Context: an optimization exercise on an open-source flow, tuned for small area. The choices shown serve that exercise and are no tape-out recipe. Function was checked by simulation only, so behaviour that the tests miss may differ from the original. The clock port is modelled as an ideal driver; clocking choices that lean on that would not hold on a real chip. Power is estimated from default activity; no workload was simulated.

`design/flow/design.v`:
```
module ad7606
#(
    parameter USR_CLK_CYCLE_NS = 20,
              T_CYCLE_NS       = 5000,
              T_RESET_NS       = 50,
              T_CONV_MIN_NS    = 3450,
              T_CONV_MAX_NS    = 4150,
              T1_NS            = 40,
              T2_NS            = 25,
              T10_NS           = 25,
              T11_NS           = 15,
              T14_NS           = 25,
              T15_NS           = 6,
              T26_NS           = 25
)
(
    input wire         usr_trigger,
    input wire         usr_clk,
    input wire         usr_rst,
    output reg [15: 0] usr_channel1,
    output reg [15: 0] usr_channel2,
    output reg [15: 0] usr_channel3,
    output reg [15: 0] usr_channel4,
    output reg [15: 0] usr_channel5,
    output reg [15: 0] usr_channel6,
    output reg [15: 0] usr_channel7,
    output reg [15: 0] usr_channel8,
    output wire [3: 0] usr_error,
    output wire        usr_sampling,
    output wire        usr_ready,
    input wire         hw_busy,
    input wire         hw_first_data,
    input wire [15: 0] hw_data,
    output wire        hw_convst,
    output wire        hw_rd,
    output wire        hw_cs,
    output wire        hw_range,
    output wire [2: 0] hw_os,
    output wire        hw_mode_select,
    output wire        hw_reset,
    output wire        hw_stby_n
);
localparam PH_IDLE = 2'b00,
           PH_CVW  = 2'b01,
           PH_WCC  = 2'b11,
           PH_READ = 2'b10;
reg [1: 0]  ph;
reg [7: 0]  cnt;
reg         pend;
reg [2: 0]  code;
reg [2: 0]  trg;
reg [1: 0]  bsy;
reg [1: 0]  fdt;
reg [15: 0] dat1, dat2;
wire idle   = (ph == PH_IDLE);
wire cvw    = (ph == PH_CVW);
wire wcc    = (ph == PH_WCC);
wire rdc    = (ph == PH_READ);
wire [3: 0] k  = cnt[3: 0];
wire [3: 0] ch = cnt[7: 4];
wire ch0       = (ch == 4'd0);
wire trig_edge = trg[1] & ~trg[2];
wire busy_s    = bsy[1];
wire fd_s      = fdt[1];
wire por       = idle & cnt[7];                                            
wire arst      = pend | por;                                               
wire idle_go   = ~cnt[7] & cnt[3] & (cnt[1] | trig_edge);                  
wire idle_hold = ~cnt[7] & cnt[3] & cnt[0];                                
wire cvw_busy  = cnt[3] | cnt[2];                                          
wire idle0     = rdc & cnt[7] & cnt[1];
wire rd_step   = rdc & ((cnt[3] & ~(cnt[2] & cnt[1] & cnt[0])) | (~cnt[3] & cnt[2] & (cnt[1] | cnt[0])));   
wire fd_ok     = ch0 ? fd_s : ~fd_s;
wire err_fd    = rd_step & ~fd_ok & cnt[3] & cnt[1] & cnt[0];              
wire err_conv  = wcc & busy_s & cnt[7] & cnt[6] & cnt[5] & cnt[3];         
wire err_start = cvw & ~busy_s & cnt[3] & cnt[0];                          
wire err_fast  = ~idle & ~idle0 & trig_edge;
wire [2: 0] new_code = err_fd    ? 3'd2 :
                       err_conv  ? 3'd1 :
                       err_start ? 3'd5 :
                       err_fast  ? 3'd6 : 3'd0;
wire any_err = err_fd | err_conv | err_start | err_fast;
always @(posedge usr_clk) begin
    bsy  <= {bsy[0], hw_busy};
    fdt  <= {fdt[0], hw_first_data};
    dat1 <= hw_data;
    dat2 <= dat1;
end
always @(posedge usr_clk) trg <= {trg[1: 0], usr_trigger};
wire [7: 0] cnt_inc = cnt + 8'd1;
always @(posedge usr_clk or negedge usr_rst) begin
    if (!usr_rst) begin
        ph   <= PH_IDLE;
        cnt  <= 8'd251;
        pend <= 1'b0;
        code <= 3'd0;
    end else begin
        pend <= ~arst & any_err;
        if (~idle & ~pend) code <= new_code;
        if (pend) begin
            ph  <= PH_IDLE;
            cnt <= 8'd0;
        end else begin
            case (ph)
                PH_IDLE: begin
                    if (idle_go) begin ph <= PH_CVW; cnt <= 8'd0; end
                    else if (~idle_hold) cnt <= cnt_inc;
                end
                PH_CVW: begin
                    if (busy_s & cvw_busy) begin ph <= PH_WCC; cnt <= 8'd0; end
                    else cnt <= cnt_inc;
                end
                PH_WCC: begin
                    if (~busy_s) begin ph <= PH_READ; cnt <= 8'd0; end
                    else cnt <= cnt_inc;
                end
                default: begin
                    if (idle0) begin ph <= PH_IDLE; cnt <= {6'd2, trig_edge, 1'b1}; end
                    else if (rd_step & fd_ok) cnt <= cnt | 8'h0f;
                    else cnt <= cnt_inc;
                end
            endcase
        end
    end
end
wire [7: 0]  ld, hd;
genvar gi;
generate
    for (gi = 0; gi < 8; gi = gi + 1) begin : g_we
        wire sel = rd_step & (ch[2: 0] == gi);
        assign ld[gi] = ~arst & sel;
        assign hd[gi] = ~arst & ~sel;
    end
endgenerate
always @(posedge usr_clk or negedge usr_rst) if (!usr_rst) usr_channel1 <= 16'b0; else usr_channel1 <= ({16{ld[0]}} & dat2) | ({16{hd[0]}} & usr_channel1);
always @(posedge usr_clk or negedge usr_rst) if (!usr_rst) usr_channel2 <= 16'b0; else usr_channel2 <= ({16{ld[1]}} & dat2) | ({16{hd[1]}} & usr_channel2);
always @(posedge usr_clk or negedge usr_rst) if (!usr_rst) usr_channel3 <= 16'b0; else usr_channel3 <= ({16{ld[2]}} & dat2) | ({16{hd[2]}} & usr_channel3);
always @(posedge usr_clk or negedge usr_rst) if (!usr_rst) usr_channel4 <= 16'b0; else usr_channel4 <= ({16{ld[3]}} & dat2) | ({16{hd[3]}} & usr_channel4);
always @(posedge usr_clk or negedge usr_rst) if (!usr_rst) usr_channel5 <= 16'b0; else usr_channel5 <= ({16{ld[4]}} & dat2) | ({16{hd[4]}} & usr_channel5);
always @(posedge usr_clk or negedge usr_rst) if (!usr_rst) usr_channel6 <= 16'b0; else usr_channel6 <= ({16{ld[5]}} & dat2) | ({16{hd[5]}} & usr_channel6);
always @(posedge usr_clk or negedge usr_rst) if (!usr_rst) usr_channel7 <= 16'b0; else usr_channel7 <= ({16{ld[6]}} & dat2) | ({16{hd[6]}} & usr_channel7);
always @(posedge usr_clk or negedge usr_rst) if (!usr_rst) usr_channel8 <= 16'b0; else usr_channel8 <= ({16{ld[7]}} & dat2) | ({16{hd[7]}} & usr_channel8);
assign usr_sampling   = (cvw & (cnt[3] | cnt[2] | cnt[1] | cnt[0])) | wcc | (rdc & ~idle0);
assign hw_cs          = ~usr_sampling;
assign hw_convst      = ~(cvw & ~cnt[3] & ~cnt[2] & (cnt[1] | cnt[0]));
assign hw_rd          = ~rdc | (k == 4'd1) | ((k == 4'd0) & ch0) | ((k == 4'd2) & ~ch0);
assign hw_reset       = idle & ~cnt[7] & ~cnt[3] & (cnt[2] | cnt[1] | cnt[0]);
assign usr_ready      = ~idle | (~cnt[7] & cnt[3] & cnt[0]);
assign usr_error      = {1'b0, pend ? 3'd0 : code};
assign hw_range       = 1'b1;
assign hw_os          = 3'b000;
assign hw_mode_select = 1'b0;
assign hw_stby_n      = 1'b1;
endmodule
```
`design/flow/flow/run.sh`:
```
#!/bin/bash
# Own layout flow: the standard flow (standard.sh) with these changes
#  - after the standard synthesis, the combinational logic is re-mapped for area by ABC
#    (flow/remap.tcl, flow/area.abc); registers keep their cells and names
#  - port buffers use the smallest buffer cell (buf_1)
#  - synthesis' upsized gates are set back to the smallest drive before placement
#    (flow/downsize.tcl); repair_design fixes any slew/cap violation afterwards
#  - clock tree from clkbuf_8 without dummy balancing loads; after CTS each clock buffer
#    gets the smallest clkbuf that keeps flip-flop clock slews under 110 ps (flow/post_cts.tcl)
# Each tool's output goes to a log file of its own in the work folder.
set -euo pipefail
here=$(pwd)
res=$here/orfs/results/$FLOW_PLATFORM/ad7606/base
yosys_bin=$FLOW_HOME/../tools/install/yosys/bin/yosys
[[ -x $yosys_bin ]] || yosys_bin=yosys
args=(
  "BUFFER_PORTS_ARGS=-buffer_cell sky130_fd_sc_hd__buf_1"
  "PRE_GLOBAL_PLACE_TCL=$here/flow/downsize.tcl"
  "POST_CTS_TCL=$here/flow/post_cts.tcl"
  "CTS_ARGS=-sink_clustering_enable -repair_clock_nets -dont_use_dummy_load -buf_list sky130_fd_sc_hd__clkbuf_8"
)
bash standard.sh "${args[@]}" synth > make_synth.log 2>&1
cp "$res/1_2_yosys.v" "$here/standard_synth.v"
REMAP_IN=$here/standard_synth.v REMAP_OUT=$here/remapped.v REMAP_TOP=$FLOW_TOP \
REMAP_SCRIPT=$here/flow/area.abc \
REMAP_LIB=$FLOW_HOME/platforms/$FLOW_PLATFORM/lib/sky130_fd_sc_hd__tt_025C_1v80.lib \
REMAP_DONTUSE="sky130_fd_sc_hd__probe_p_8 sky130_fd_sc_hd__probec_p_8 sky130_fd_sc_hd__lpflow_*" \
  "$yosys_bin" -c "$here/flow/remap.tcl" > yosys_remap.log 2>&1
REMAP_OUT=$here/remapped.v REMAP_TOP=$FLOW_TOP \
REMAP_LIB=$FLOW_HOME/platforms/$FLOW_PLATFORM/lib/sky130_fd_sc_hd__tt_025C_1v80.lib \
  "$yosys_bin" -c "$here/flow/check.tcl" > yosys_check.log 2>&1
cp "$here/remapped.v" "$res/1_2_yosys.v"
bash standard.sh "${args[@]}" finish > make_finish.log 2>&1
```
`design/flow/flow/area.abc`:
```
&get -n
&st
&deepsyn -T 60
&nf -R 1000 -p
&put
mfs3 -a
```
`design/flow/flow/check.tcl`:
```
# Yosys script: the re-mapped netlist must be made only of library cells, with every net driven.
yosys read_liberty -lib $::env(REMAP_LIB)
yosys read_verilog $::env(REMAP_OUT)
yosys hierarchy -check -top $::env(REMAP_TOP)
yosys check -assert -mapped
```
`design/flow/flow/downsize.tcl`:
```
# Before global placement: set every combinational cell to the smallest drive strength of
# its own function; repair_design later buffers or upsizes whatever then violates slew/cap.
set n 0
foreach inst [get_cells *] {
  set m [get_property $inst ref_name]
  if {[regexp {^(sky130_fd_sc_hd__(?:[a-z0-9]+))_(\d+)$} $m -> base size]} {
    if {[regexp {^sky130_fd_sc_hd__(df|edf|sdf|dl|conb|tap|fill|decap|clk)} $m]} { continue }
    foreach s {1 0} {
      if {$s >= $size} { continue }
      set cand ${base}_$s
      if {[llength [get_lib_cells -quiet $cand]] > 0} {
        replace_cell [get_full_name $inst] $cand
        incr n
        break
      }
    }
  }
}
puts "downsize: replaced $n cells"
```
`design/flow/flow/post_cts.tcl`:
```
proc clk_sink_slew {} {
  set worst 0.0
  foreach pin [all_registers -clock_pins] {
    foreach p {slew_max_rise slew_max_fall} {
      set s [get_property $pin $p]
      if {$s > $worst} { set worst $s }
    }
  }
  return $worst
}
set limit 0.110
estimate_parasitics -placement
puts "clock resize: worst flop clock slew before [clk_sink_slew]"
set bufs [get_cells -filter "ref_name =~ sky130_fd_sc_hd__clkbuf_*"]
# clock tree buffers that drive flip-flops first, then the ones above them
set leaves {}
set upper {}
foreach inst $bufs {
  if {![string match "clkbuf_*" [get_full_name $inst]]} { continue }
  set out [get_pins -of_objects $inst -filter "direction == output"]
  set loads [get_pins -of_objects [get_nets -of_objects $out] -filter "direction == input"]
  set to_buf 0
  foreach l $loads {
    if {[string match "sky130_fd_sc_hd__clkbuf_*" [get_property [get_cells -of_objects $l] ref_name]]} { set to_buf 1 }
  }
  if {$to_buf} { lappend upper $inst } else { lappend leaves $inst }
}
set clkbufs [concat $leaves $upper]
set changed 0
foreach inst $clkbufs {
  set name [get_full_name $inst]
  set orig [get_property $inst ref_name]
  foreach cand {sky130_fd_sc_hd__clkbuf_2 sky130_fd_sc_hd__clkbuf_4} {
    if {$cand eq $orig} { break }
    replace_cell $name $cand
    estimate_parasitics -placement
    if {[clk_sink_slew] <= $limit} { incr changed; break }
    replace_cell $name $orig
    estimate_parasitics -placement
  }
}
puts "clock resize: $changed buffers made smaller, worst flop clock slew after [clk_sink_slew]"
```
`design/flow/flow/remap.tcl`:
```
# Yosys script: re-map the combinational logic of the standard synthesis netlist for area.
# Registers (and tie cells) are kept as they are, under their own names; only the logic
# between them is re-mapped by ABC with flow/area.abc.
# env: REMAP_IN, REMAP_OUT, REMAP_LIB, REMAP_SCRIPT, REMAP_DONTUSE, REMAP_TOP
yosys read_liberty -ignore_miss_func -ignore_miss_dir $::env(REMAP_LIB)
yosys setattr -mod -set keep_hierarchy 1 sky130_fd_sc_hd__df* sky130_fd_sc_hd__conb_1
yosys read_verilog $::env(REMAP_IN)
yosys hierarchy -top $::env(REMAP_TOP)
yosys flatten
yosys opt_clean -purge
set du {}
foreach c $::env(REMAP_DONTUSE) { lappend du -dont_use $c }
yosys abc -script $::env(REMAP_SCRIPT) -liberty $::env(REMAP_LIB) {*}$du $::env(REMAP_TOP)
yosys setundef -zero $::env(REMAP_TOP)
yosys splitnets $::env(REMAP_TOP)
yosys opt_clean -purge $::env(REMAP_TOP)
yosys hilomap -singleton -hicell sky130_fd_sc_hd__conb_1 HI -locell sky130_fd_sc_hd__conb_1 LO $::env(REMAP_TOP)
yosys delete A:keep_hierarchy
yosys stat -liberty $::env(REMAP_LIB)
yosys write_verilog -noattr -nohex -nodec $::env(REMAP_OUT)
```
`design/flow/standard.sh`:
```
#!/bin/bash
# synth_recipe.tcl (not shown) runs the flow's synth.tcl, then flattens the netlist and writes it again
# the make line also repeats each setting of config.mk as NAME=value (left out here)
make -C /OpenROAD-flow-scripts/flow DESIGN_CONFIG=/design/flow/config.mk WORK_HOME=/design/flow/orfs CLKGATE_MAP_FILE= SYNTH_SCRIPT=/design/flow/synth_recipe.tcl "${@:-finish}"
```
`design/flow/config.mk`:
```
export PLATFORM = sky130hd
export DESIGN_NAME = ad7606
export DESIGN_NICKNAME = ad7606
export VERILOG_FILES = /design/flow/design.v
export SDC_FILE = /design/flow/constraint.sdc
export NUM_CORES = 4
export LEC_CHECK = 0
export CAP_MARGIN = 5
export CORE_MARGIN = 2
export CORE_UTILIZATION = 40
export SLEW_MARGIN = 20
```
`design/flow/constraint.sdc`:
```
create_clock -name core_clock -period 20.0 [get_ports {usr_clk}]
set_input_delay 4.0000 -clock core_clock [delete_from_list [all_inputs] [get_ports {usr_clk}]]
set_output_delay 4.0000 -clock core_clock [all_outputs]
set_load 0.01 [all_outputs]
```
==> results of run 1 <==
==> power by group through the flow <==
stage | clock (uW) | sequential, uW | combinational (uW)
finish | 165 | 424 | 160
global placement | 0 | 429 | 156
detailed placement | 0 | 430 | 159
floorplan | 0 | 430 | 85.3
global route | 184 | 429 | 175
==> critical path: stages (launching register included) <==
cell and delay [ns]:
dfstp_2 0.43, nor4_1 0.57, o21ai_0 0.16, o211ai_1 0.11, nand2_1 0.07, buf_1 0.14
==> how the worst max path moves through the flow <==
stage	slack [ns]	end	depth (start not counted)	from
floorplan	14.70	hw_cs	4	cnt[1]
global placement	14.30	usr_channel6[7]	3	usr_rst
detailed placement	14.25	usr_channel6[7]	3	usr_rst
global route	13.75	hw_rd	5	cnt[7]
finish	13.92	hw_rd	5	cnt[7]
==> layer usage <==
metal | up-vias | global-route usage | share of wire
met2 | 173 | 0.330 | 0.47
met4 | 0 | 0.0679 | 0.019
met5 | - | 0 | 0
met3 | 26 | 0.0641 | 0.070
met1 | 2279 | 0.295 | 0.44
li1 | 1934 | - | -
==> final cells by class <==
| class | instances | share of cell area |
|---|---|---|
| inverters | 4 | 0.00210 |
| multi-input cells | 231 | 0.238 |
| well taps | 184 | 0.0322 |
| clock buffers | 17 | 0.0257 |
| repair buffers | 167 | 0.0940 |
| flip-flops and latches | 181 | 0.608 |
==> metrics by stage <==
step | instance area (um2) | util | total power [uW] | hold WS, ns
global placement | 6960 | 0.477 | 585 | 0.310
finish | 7150 | 0.490 | 748 | 0.331
global route | 7150 | 0.490 | 787 | 0.339
detailed placement | 6960 | 0.477 | 589 | 0.312
floorplan | 6030 | - | 515 | 0.310
==> out/results.ini, run 1 <==
[timing]
rsz0062_at_grt = no
tns_ns = 0
fin_crit_sh = 0.304
maxSlewViolCount = 0
hold_viol_final = 0
min_period_ns = 6.08
setup_viol = 0
fin_ws_ns = 13.92
max_freq_mhz = 164
relSlewSlack = 0.338
worst_clock_skew_ns = 0.0389
worst_slew_pin_slew_ns = 0.992

[critical_path]
cp.required_ns = 16.00
r2r-end = usr_channel2[3]
worstPathArrival_ns = 2.08
r2r-start = ph[1]
path_class = register to primary output
reg2regPathDepth = 6
cp-start-kind = register
end_kind = primary output
r2r_setup_slack_ns = 16.90
critical_path.max_fanout = 11

[floorplan]
dieArea_um2 = 16000
die_w_um = 127
fp.dieH_um = 127
io_pins = 165
start_util = 0.412
core_area_um2 = 14600
rows = 44

[power_and_ir_drop]
switching_share = 0.324
combPwrFrac = 0.213
seqPwrFrac = 0.567
switchingPower_uw = 242
leakage_uw = 0.00324
power_density_nw_per_um2 = 105
clockPowerShare = 0.220
intPower_uw = 506
irDropWorstVdd_mv = 0.0398

[worst_hold_path]
hold_depth = 0
hold_end = dat2[8]
min_from = dat1[8]
holdCritPathClass = register to register

[run_status]
status = finished clean

[global_route]
grt_pass1_vias = 4367
grt_pass1_wl_um = 26000
track_usage = 0.214
antenna_found_initial = 0
grt_max_degree = 93
overflow = 0

[drt]
drt-vias-per-instance = 5.63
drc = 0
drt-wirelength-per-cell_um = 21.2
wirelength_um = 16700
vias = 4412
ant_nets = 0
first_pass_iters = 5
dr.first_iter.drc_count = 417

[placement]
gp_congestion = 0.823
port_buffers = 157
dp_slack_ns = 14.25
dp.cells = 767
hpwl_um = 10900

[run]
maxCapViolCount = 0

[finish]
drive_gt1_frac = 0.0750
final_cells = 784
antenna_cells = 0
final_cell_mix = buf_1, dfrtp_1, a22o_1, dfxtp_1, nor2_1
final_common_cell = buf_1
seqCellArea_um2 = 4340
nNetsFinal = 623
nFillCells = 1318
multi_input_area_um2 = 1700
areaGrowthSynthToFinish_pct = 18.9

[clock_network]
clk_pin_slew_worst_paths_ns = 0.09
insertion_delay_ns = 0.60
cts_tree = built
cts_sinks = 181

[synth]
syn_inst = 411
yosysWarnings = 1
syn_area_per_cell_um2 = 14.6
synthesis.area_um2 = 6010

==> inputs of run 2 (changes only) <==
--- a/design/flow/config.mk
+++ b/design/flow/config.mk
@@ -5,7 +5,7 @@
 export SDC_FILE = /design/flow/constraint.sdc
 export NUM_CORES = 4
 export LEC_CHECK = 0
-export CAP_MARGIN = 5
+export CAP_MARGIN = 10
 export CORE_MARGIN = 2
 export CORE_UTILIZATION = 40
-export SLEW_MARGIN = 20
+export SLEW_MARGIN = 10
==> run 2 against run 1 <==
Combinational power is essentially flat. Hold slack is the same. Sequential share of layout area is the same. Critical path depth is the same. Global-route usage is the same. Cell area is the same. Wire length is the same. Synthesized area is the same. Non-clock buffer count is the same. Largest cell class unchanged.
==> out/results.ini, run 2 <==
[run_status]
status = finished clean  ; unchanged

[power_and_ir_drop]
power_density_nw_per_um2 = 105  ; unchanged
leakage_uw = 0.00324  ; unchanged
clockPowerShare = 0.220  ; about the same
irDropWorstVdd_mv = 0.0398  ; unchanged
switching_share = 0.324  ; unchanged
intPower_uw = 506  ; unchanged
seqPwrFrac = 0.567  ; about the same
switchingPower_uw = 242  ; unchanged
combPwrFrac = 0.213  ; about the same

[floorplan]
dieArea_um2 = 16000  ; unchanged
rows = 44  ; unchanged
fp.dieH_um = 127  ; unchanged
die_w_um = 127  ; unchanged
start_util = 0.412  ; unchanged
core_area_um2 = 14600  ; unchanged
io_pins = 165  ; unchanged

[finish]
drive_gt1_frac = 0.0750  ; unchanged
final_cell_mix = buf_1, dfrtp_1, a22o_1, dfxtp_1, nor2_1  ; unchanged
antenna_cells = 0  ; unchanged
nNetsFinal = 623  ; unchanged
final_common_cell = buf_1  ; unchanged
areaGrowthSynthToFinish_pct = 18.9  ; unchanged
nFillCells = 1318  ; unchanged

[drt]
vias = 4412  ; unchanged
top_layer = met4  ; unchanged
met3WireLength_um = 1160  ; unchanged
drc = 0  ; unchanged
met2_wirelength_um = 7830  ; unchanged
wl_met1_um = 7350  ; unchanged
wirelength_um = 16700  ; unchanged
drt-wirelength-per-cell_um = 21.2  ; unchanged
dr.first_iter.drc_count = 417  ; unchanged
ant_nets = 0  ; unchanged
first_pass_iters = 5  ; unchanged
drt-vias-per-instance = 5.63  ; unchanged

[critical_path]
cp_top_family = simple AND/OR/NAND/NOR gates  ; unchanged
path_class = register to primary output  ; unchanged
r2r-start = ph[1]  ; unchanged
critPathMaxStageDelay_ns = 0.57  ; about the same
end_kind = primary output  ; unchanged
cp_slowest_cell = nor4_1  ; unchanged
cp-start-kind = register  ; unchanged
path_cells = nor4_1 > o21ai_0 > o211ai_1 > nand2_1 > buf_1  ; unchanged
critical_path.max_fanout = 11  ; unchanged
worstPathArrival_ns = 2.08  ; about the same
cp.required_ns = 16.00  ; about the same
crit_start = cnt[7]  ; unchanged
path_buf_inv = 1  ; unchanged

[synth]
yosysWarnings = 1  ; unchanged
syn_area_per_cell_um2 = 14.6  ; unchanged
synthesis.area_um2 = 6010  ; unchanged
syn_inst = 411  ; unchanged

[run]
maxCapViolCount = 0  ; unchanged

[placement]
hpwl_um = 10900  ; unchanged
port_buffers = 157  ; unchanged
gp_congestion = 0.823  ; unchanged
dp_slack_ns = 14.25  ; unchanged

[worst_hold_path]
min_from = dat1[8]  ; unchanged
holdCritPathClass = register to register  ; unchanged

[clock_network]
clk_pin_slew_worst_paths_ns = 0.09  ; about the same
insertion_delay_ns = 0.60  ; about the same
cts_tree = built  ; unchanged
cts_sinks = 181  ; unchanged

[timing]
maxSlewViolCount = 0  ; unchanged
worst_clock_skew_ns = 0.0389  ; unchanged
fin_crit_sh = 0.304  ; unchanged
relSlewSlack = 0.338  ; unchanged
tns_ns = 0  ; unchanged
rsz0062_at_grt = no  ; unchanged
hold_viol_final = 0  ; unchanged
max_freq_mhz = 164  ; unchanged
worst_slew_pin_slew_ns = 0.992  ; unchanged
min_period_ns = 6.08  ; unchanged
setup_viol = 0  ; unchanged
fin_ws_ns = 13.92  ; unchanged

[global_route]
overflow = 0  ; unchanged
track_usage = 0.214  ; unchanged
grt_pass1_wl_um = 26000  ; unchanged
grt_max_degree = 93  ; unchanged
grt_pass1_vias = 4367  ; unchanged
antenna_found_initial = 0  ; unchanged

[run 2: cell counts in the layout (fill, tap and decap cells not counted)]
No cell type changed its count.
[run 2: power by group through the flow]
stage          clock, uW  combinational [uW]  sequential [uW]
6_report             165                 160              424
5_1_grt              184                 175              429
3_5_place_dp           0                 159              430
3_3_place_gp           0                 156              429
2_1_floorplan          0                85.3              430
[run 2: final cells by class]
type                    instances  area [um2]  area share
repair buffers                167         672      0.0940
clock buffers                  17         184      0.0257
well taps                     184         230      0.0322
flip-flops and latches        181        4340       0.608
multi-input cells             231        1700       0.238
inverters                       4        15.0     0.00210
[run 2: final timing paths]
| kind | endpoint | slack (ns) | cells after the start |
|---|---|---|---|
| worst max-delay path | hw_rd | 13.92 | 5 |
| worst min-delay path | dat2[8] | 0.33 | 0 |
| worst max register to register | usr_channel2[3] | 16.90 | 6 |
| worst min register to register | dat2[8] | 0.33 | 0 |
| max in group asynchronous | usr_channel2[3] | 15.20 | 3 |
| min in group asynchronous | ph[0] | 3.59 | 2 |
[run 2: per-layer routing]
metal	vias up	GRT usage
met5	-	0
met4	0	0.0679
met3	26	0.0641
met2	173	0.330
met1	2279	0.295
li1	1934	-
[run 2: metrics by stage]
step	power, uW	util	area (um2)	hold WS [ns]	std cells
detailed placement	589	0.477	6960	0.312	767
global placement	585	0.477	6960	0.310	767
finish	748	0.490	7150	0.331	784
global route	787	0.490	7150	0.339	784
floorplan	515	-	6030	0.310	416
==> inputs of run 3 (changes only) <==
--- a/design/flow/flow/run.sh
+++ b/design/flow/flow/run.sh
@@ -6,7 +6,10 @@
 #  - synthesis' upsized gates are set back to the smallest drive before placement
 #    (flow/downsize.tcl); repair_design fixes any slew/cap violation afterwards
 #  - clock tree from clkbuf_8 without dummy balancing loads; after CTS each clock buffer
-#    gets the smallest clkbuf that keeps flip-flop clock slews under 110 ps (flow/post_cts.tcl)
+#    gets the smallest clkbuf that keeps flip-flop clock slews under 110 ps (flow/post_cts.tcl),
+#    then upsized logic cells are set back down where slews stay under 1.2 ns and no
+#    slew/cap violation appears (flow/post_cts_logic.tcl)
+#  - tie cells are not duplicated per load (SKIP_REPAIR_TIE_FANOUT)
 # Each tool's output goes to a log file of its own in the work folder.
 set -euo pipefail
 here=$(pwd)
@@ -16,7 +19,8 @@
 args=(
   "BUFFER_PORTS_ARGS=-buffer_cell sky130_fd_sc_hd__buf_1"
   "PRE_GLOBAL_PLACE_TCL=$here/flow/downsize.tcl"
-  "POST_CTS_TCL=$here/flow/post_cts.tcl"
+  "POST_CTS_TCL=$here/flow/post_cts_all.tcl"
+  "SKIP_REPAIR_TIE_FANOUT=1"
   "CTS_ARGS=-sink_clustering_enable -repair_clock_nets -dont_use_dummy_load -buf_list sky130_fd_sc_hd__clkbuf_8"
 )
 bash standard.sh "${args[@]}" synth > make_synth.log 2>&1
==> design/flow/flow/post_cts_all.tcl (new file) <==
# POST_CTS hook: clock buffers first, then the logic cells.
source [file join [file dirname [info script]] post_cts.tcl]
source [file join [file dirname [info script]] post_cts_logic.tcl]
==> design/flow/flow/post_cts_logic.tcl (new file) <==
# After CTS, part 2: set each upsized logic cell or buffer back to the smallest drive of its
# own function whose output slew stays under 80% of the library limit, as long as no
# max-slew or max-capacitance violation appears anywhere.
proc out_slew {inst} {
  set w 0.0
  foreach pin [get_pins -of_objects $inst -filter "direction == output"] {
    foreach p {slew_max_rise slew_max_fall} {
      set s [get_property $pin $p]
      if {$s > $w} { set w $s }
    }
  }
  return $w
}
set slew_limit 1.2
set n 0
estimate_parasitics -placement
foreach inst [get_cells *] {
  set m [get_property $inst ref_name]
  if {![regexp {^(sky130_fd_sc_hd__[a-z0-9]+)_(\d+)$} $m -> base size]} { continue }
  if {[regexp {__(df|edf|sdf|dl|conb|clk|tap|fill|decap)} $m]} { continue }
  set name [get_full_name $inst]
  foreach s {1 2 4} {
    if {$s >= $size} { break }
    set cand ${base}_$s
    if {[llength [get_lib_cells -quiet $cand]] == 0} { continue }
    replace_cell $name $cand
    estimate_parasitics -placement
    if {[out_slew $inst] <= $slew_limit && [sta::max_slew_violation_count] == 0 \
          && [sta::max_capacitance_violation_count] == 0} {
      incr n
      break
    }
    replace_cell $name $m
    estimate_parasitics -placement
  }
}
puts "logic resize: $n cells made smaller"
--- a/design/flow/config.mk
+++ b/design/flow/config.mk
@@ -5,7 +5,7 @@
 export SDC_FILE = /design/flow/constraint.sdc
 export NUM_CORES = 4
 export LEC_CHECK = 0
-export CAP_MARGIN = 10
+export CAP_MARGIN = 20
 export CORE_MARGIN = 2
 export CORE_UTILIZATION = 40
-export SLEW_MARGIN = 10
+export SLEW_MARGIN = 20
==> run 3 against run 2 <==
Still clean. Combinational power shrank 4%. First-iteration DRC count down 17%. Non-clock buffer count fell by 5. Register-to-register slack lost 0.48 ns. Fmax increased by 2.1%. Via count shrank 1.6%. Critical path type unchanged. Highest routed layer unchanged.
==> out/results.ini, run 3 <==
[run_status]
status = finished clean  ; unchanged

[finish]
final_cell_mix = buf_1, dfrtp_1, a22o_1, dfxtp_1, nor2_1  ; unchanged
final_common_cell = buf_1  ; unchanged
areaGrowthSynthToFinish_pct = 17.7  ; was 18.9%
drive_gt1_frac = 0.0644  ; was 0.0750
nFillCells = 1313  ; was 1,318
stdcell_area_um2 = 7080  ; was 7150 um2
nNetsFinal = 613  ; was 623

[timing]
min_period_ns = 5.96  ; was 6.08 ns
tns_ns = 0  ; unchanged
fin_crit_sh = 0.298  ; was 0.304
fin_ws_ns = 14.04  ; was 13.92 ns
worst_slew_pin_slew_ns = 1.08  ; was 0.992 ns
worst_clock_skew_ns = 0.0364  ; was 0.0389 ns
maxSlewViolCount = 0  ; unchanged
hold_viol_final = 0  ; unchanged
max_freq_mhz = 168  ; was 164 MHz
rsz0062_at_grt = no  ; unchanged
relSlewSlack = 0.279  ; was 0.338
setup_viol = 0  ; unchanged

[floorplan]
core_area_um2 = 14600  ; unchanged
die_w_um = 127  ; unchanged
fp.dieH_um = 127  ; unchanged
io_pins = 165  ; unchanged
rows = 44  ; unchanged
dieArea_um2 = 16000  ; unchanged
start_util = 0.412  ; unchanged

[drt]
dr.first_iter.drc_count = 345  ; was 417
vias = 4341  ; was 4,412
drt-wirelength-per-cell_um = 21.3  ; was 21.2 um
ant_nets = 0  ; unchanged
first_pass_iters = 5  ; unchanged
drt-vias-per-instance = 5.60  ; was 5.63
drc = 0  ; unchanged
wirelength_um = 16500  ; was 16,700 um

[critical_path]
cp_slowest_cell = dfstp_2  ; was nor4_1
path_class = register to primary output  ; unchanged
critPathMaxStageDelay_ns = 0.64  ; was 0.57 ns
path_cells = nand2_1 > o21ai_0 > o21ai_0 > clkinv_1 > buf_1  ; was nor4_1 > o21ai_0 > o211ai_1 > nand2_1 > buf_1
crit_path_frequent_cell = o21ai_0
cp.required_ns = 16.00  ; about the same
path_buf_inv = 2  ; was 1
end_kind = primary output  ; unchanged
r2r_setup_slack_ns = 16.42  ; was 16.90 ns
critical_path.max_fanout = 11  ; unchanged
cp_top_family = flip-flops  ; was simple AND/OR/NAND/NOR gates
worstPathArrival_ns = 1.96  ; was 2.08 ns
cp-start-kind = register  ; unchanged

[worst_hold_path]
holdCritPathClass = register to register  ; unchanged

[synth]
syn_area_per_cell_um2 = 14.6  ; unchanged
yosysWarnings = 1  ; unchanged
synthesis.area_um2 = 6010  ; unchanged
syn_inst = 411  ; unchanged

[placement]
port_buffers = 157  ; unchanged
hpwl_um = 10800  ; was 10,900 um
dp_slack_ns = 14.23  ; was 14.25 ns
gp_congestion = 0.902  ; was 0.823
place_area_um2 = 6910  ; was 6960 um2

[power_and_ir_drop]
leakage_uw = 0.00317  ; was 0.00324 uW
irDropWorstVdd_mv = 0.0538  ; was 0.0398 mV
power_density_nw_per_um2 = 105  ; about the same

[global_route]
grt_max_degree = 86  ; was 93
antenna_found_initial = 1  ; was 0
grt_pass1_vias = 4268  ; was 4,367
grt_pass1_wl_um = 25300  ; was 26,000 um
overflow = 0  ; unchanged
track_usage = 0.210  ; was 0.214

[clock_network]
clk_pin_slew_worst_paths_ns = 0.08  ; was 0.09 ns
insertion_delay_ns = 0.57  ; was 0.60 ns
cts_sinks = 181  ; unchanged
cts_tree = built  ; unchanged

[run]
maxCapViolCount = 0  ; unchanged

[run 3: changes by cell type in the layout (fill, tap and decap cells not counted)]
cell,change
diode_2,+1
nor3_2,-2
nor2_1,-4
nor3_1,+2
buf_1,+4
conb_1,-5
buf_4,-9
nor2_2,+4
[run 3: path summary, 6_finish.rpt]
check,startpoint,to,depth (start not counted)
setup / recovery,cnt[7],hw_cs,5
hold / removal,dat1[14],dat2[14],0
setup reg to reg,ph[1],usr_channel1[14],8
hold reg to reg,dat1[14],dat2[14],0
max in group asynchronous,usr_rst,usr_channel7[5],2
min in group asynchronous,usr_rst,usr_channel1[13],1
[run 3: stage by stage]
stage	std cells	util	total power [uW]	hold WS [ns]
6_report	775	0.485	740	0.332
5_1_grt	775	0.485	781	0.338
3_5_place_dp	757	0.474	585	0.313
3_3_place_gp	757	0.474	582	0.310
2_1_floorplan	411	-	515	0.310
[run 3: layer usage]
layer,vias up,part of all wire,track usage
met5,-,0,0
met4,0,0.014,0.0621
met3,13,0.076,0.0616
met2,187,0.47,0.326
met1,2211,0.44,0.288
li1,1930,-,-
[run 3: report_power, final]
group | internal, uW | switching (uW) | total [uW] | leakage (uW)
clock network | 57.8 | 106 | 164 | 0.000102
logic | 48.9 | 104 | 153 | 0.000793
registers | 395 | 28.2 | 424 | 0.00228
total | 502 | 238 | 740 | 0.00317
[run 3: final cells by class]
class	count	area (um2)	area share
multi-input combinational	226	1680	0.238
timing repair buffer	162	619	0.0875
tap	184	230	0.0325
antenna	1	2.50	0.000354
sequential	181	4340	0.614
inverter	4	15.0	0.00212
clock buffer	17	184	0.0260
==> inputs of run 4 (changes only) <==
--- a/design/flow/config.mk
+++ b/design/flow/config.mk
@@ -7,5 +7,5 @@
 export LEC_CHECK = 0
 export CAP_MARGIN = 20
 export CORE_MARGIN = 2
-export CORE_UTILIZATION = 40
+export CORE_UTILIZATION = 60
 export SLEW_MARGIN = 20
==> run 4 against run 3 <==
Worst setup slack improved by 0.067 ns. Via count up 0.71%. Sequential share of layout area grew 0.42 points. Count of clock-buffer cells in the layout stayed put. Non-clock buffer count is 5 higher. Synthesized cell count is the same. Total power up 0.35%. Utilization rose by 24 points. Global-route usage rose by 8.7 points. Sequential power barely moved. Sequential cell count stayed put. Critical endpoint is now hw_rd.
==> out/results.ini, run 4 <==
[run_status]
status = finished clean  ; unchanged

[power_and_ir_drop]
leakage_uw = 0.00318  ; was 0.00317 uW
intPower_uw = 507  ; was 502 uW
switchingPower_uw = 235  ; was 238 uW
combPwrFrac = 0.206  ; was 0.207
seqPwrFrac = 0.570  ; was 0.572
fin_total_pwr_uw = 743  ; was 740 uW
switching_share = 0.317  ; was 0.322
clockPowerShare = 0.224  ; was 0.221
power_density_nw_per_um2 = 106  ; was 105 nW/um2
irDropWorstVdd_mv = 0.0925  ; was 0.0538 mV

[global_route]
grt_max_degree = 85  ; was 86
grt_pass1_vias = 4351  ; was 4,268
track_usage = 0.296  ; was 0.210
grt_pass1_wl_um = 24600  ; was 25,300 um
overflow = 0  ; unchanged
antenna_found_initial = 0  ; was 1

[timing]
max_freq_mhz = 170  ; was 168 MHz
maxSlewViolCount = 0  ; unchanged
rsz0062_at_grt = no  ; unchanged
worst_clock_skew_ns = 0.0290  ; was 0.0364 ns
fin_ws_ns = 14.11  ; was 14.04 ns
setup_viol = 0  ; unchanged
relSlewSlack = 0.349  ; was 0.279
fin_crit_sh = 0.294  ; was 0.298
tns_ns = 0  ; unchanged
min_period_ns = 5.89  ; was 5.96 ns
hold_viol_final = 0  ; unchanged
worst_slew_pin_slew_ns = 0.977  ; was 1.08 ns

[floorplan]
rows = 36  ; was 44
start_util = 0.618  ; was 0.412
io_pins = 165  ; unchanged
dieArea_um2 = 10800  ; was 16,000 um2
core_area_um2 = 9730  ; was 14,600 um2
die_w_um = 104  ; was 127 um
fp.dieH_um = 104  ; was 127 um

[finish]
final_cell_mix = buf_1, dfrtp_1, a22o_1, dfxtp_1, nor2_1  ; unchanged
final_common_cell = buf_1  ; unchanged
drive_gt1_frac = 0.0555  ; was 0.0644
nFillCells = 732  ; was 1,313
areaGrowthSynthToFinish_pct = 16.9  ; was 17.7%
nNetsFinal = 618  ; was 613
antenna_cells = 0  ; was 1

[synth]
yosysWarnings = 1  ; unchanged
syn_area_per_cell_um2 = 14.6  ; unchanged
synthesis.area_um2 = 6010  ; unchanged
syn_inst = 411  ; unchanged

[critical_path]
cp-start-kind = register  ; unchanged
end_kind = primary output  ; unchanged
critPathMaxStageDelay_ns = 0.57  ; was 0.64 ns
cp.required_ns = 16.00  ; about the same
path_class = register to primary output  ; unchanged
reg2regPathDepth = 7  ; was 8
cp_slowest_cell = nor4_1  ; was dfstp_2
worstPathArrival_ns = 1.89  ; was 1.96 ns
critical_path.max_fanout = 11  ; unchanged
path_cells = nor4_1 > o21ai_0 > o211ai_1 > nand2_1 > buf_1  ; was nand2_1 > o21ai_0 > o21ai_0 > clkinv_1 > buf_1

[clock_network]
clk_pin_slew_worst_paths_ns = 0.09  ; was 0.08 ns
insertion_delay_ns = 0.44  ; was 0.57 ns
cts_sinks = 181  ; unchanged
cts_tree = built  ; unchanged

[drt]
drc = 0  ; unchanged
drt-wirelength-per-cell_um = 20.8  ; was 21.3 um
first_pass_iters = 4  ; was 5
dr.first_iter.drc_count = 283  ; was 345
met2_wirelength_um = 7000  ; was 7840 um
vias = 4372  ; was 4,341
wl_met1_um = 6570  ; was 7200 um
wirelength_um = 15100  ; was 16,500 um
ant_nets = 0  ; unchanged
top_layer = met4  ; unchanged
met3WireLength_um = 1360  ; was 1260 um
drt-vias-per-instance = 6.01  ; was 5.60

[worst_hold_path]
hold_depth = 0  ; unchanged
holdCritPathClass = register to register  ; unchanged

[placement]
gp_congestion = 0.844  ; was 0.902
port_buffers = 157  ; unchanged
hpwl_um = 10000  ; was 10,800 um
dp_slack_ns = 14.24  ; was 14.23 ns

[run]
maxCapViolCount = 0  ; unchanged

## run 4: power groups by stage
stage | Combinational [uW] | Sequential [uW] | Clock, uW
floorplan | 85.3 | 430 | 0
global placement | 153 | 429 | 0
detailed placement | 156 | 431 | 0
global route | 169 | 429 | 187
finish | 153 | 423 | 166
## run 4: stage by stage
step	instance area (um2)	instances	hold slack, ns	util
2_1_floorplan	6010	411	0.310	-
3_3_place_gp	6870	711	0.309	0.706
3_5_place_dp	6870	711	0.312	0.706
5_1_grt	7030	728	0.339	0.722
6_report	7030	728	0.328	0.722
## run 4: path summary, 6_finish.rpt
kind / from / to / slack (ns)
worst max register to register: ph[1] / usr_channel1[5] / 16.47
worst max-delay path: cnt[7] / hw_rd / 14.11
max in group asynchronous: usr_rst / usr_channel8[4] / 15.10
worst min-delay path: dat1[15] / dat2[15] / 0.33
worst min register to register: dat1[15] / dat2[15] / 0.33
min in group asynchronous: usr_rst / pend / 3.65
## run 4: layer usage
metal / global-route usage / vias to the layer above
li1: - / 1936
met1: 0.439 / 2225
met2: 0.439 / 198
met3: 0.0846 / 13
met4: 0.0763 / 0
met5: 0 / -
## run 4: worst max-delay path: cells and delay by family (launching register included)
family	cells	cell delay [ns]
compound gates	2	0.26
simple gates	2	0.64
flops	1	0.43
buf+inv	1	0.14
## run 4: layout make-up
| type | instances | area, um2 | share of cell area |
|---|---|---|---|
| Inverter | 4 | 15.0 | 0.00214 |
| Sequential cell | 181 | 4340 | 0.618 |
| Timing Repair Buffer | 167 | 638 | 0.0908 |
| Tap cell | 133 | 166 | 0.0237 |
| Clock buffer | 17 | 196 | 0.0279 |
| Multi-Input combinational cell | 226 | 1670 | 0.238 |

port drivers added, routing unchanged:
No port has a modelled driver above. Below, the same layouts with a new extraction and two added sets of constraints. Step 1 sets driving cells, clkbuf_16 on the clock port and buf_2 on the other inputs (assumed; they add their load-dependent delay and slew). Step 2 moves the port delays by t, midway between the first and last clock arrival at a register: inputs arrive t later, outputs are due t later. That takes back most of the time a late clock gives input paths. Slacks: ideal ports / drivers / drivers and shift; pairs: ideal ports / drivers.
run | t, ns | setup slack, ns | hold WS [ns]
run 1 | 0.623 | 13.918 / 13.880 / 14.503 | 0.331 / 0.331 / 0.331
run 2 | 0.623 | 13.918 / 13.880 / 14.503 | 0.331 / 0.331 / 0.331
run 3 | 0.589 | 14.043 / 14.008 / 14.597 | 0.332 / 0.332 / 0.332
run 4 | 0.458 | 14.110 / 14.076 / 14.534 | 0.328 / 0.328 / 0.328
After both steps every run listed still meets setup and hold.
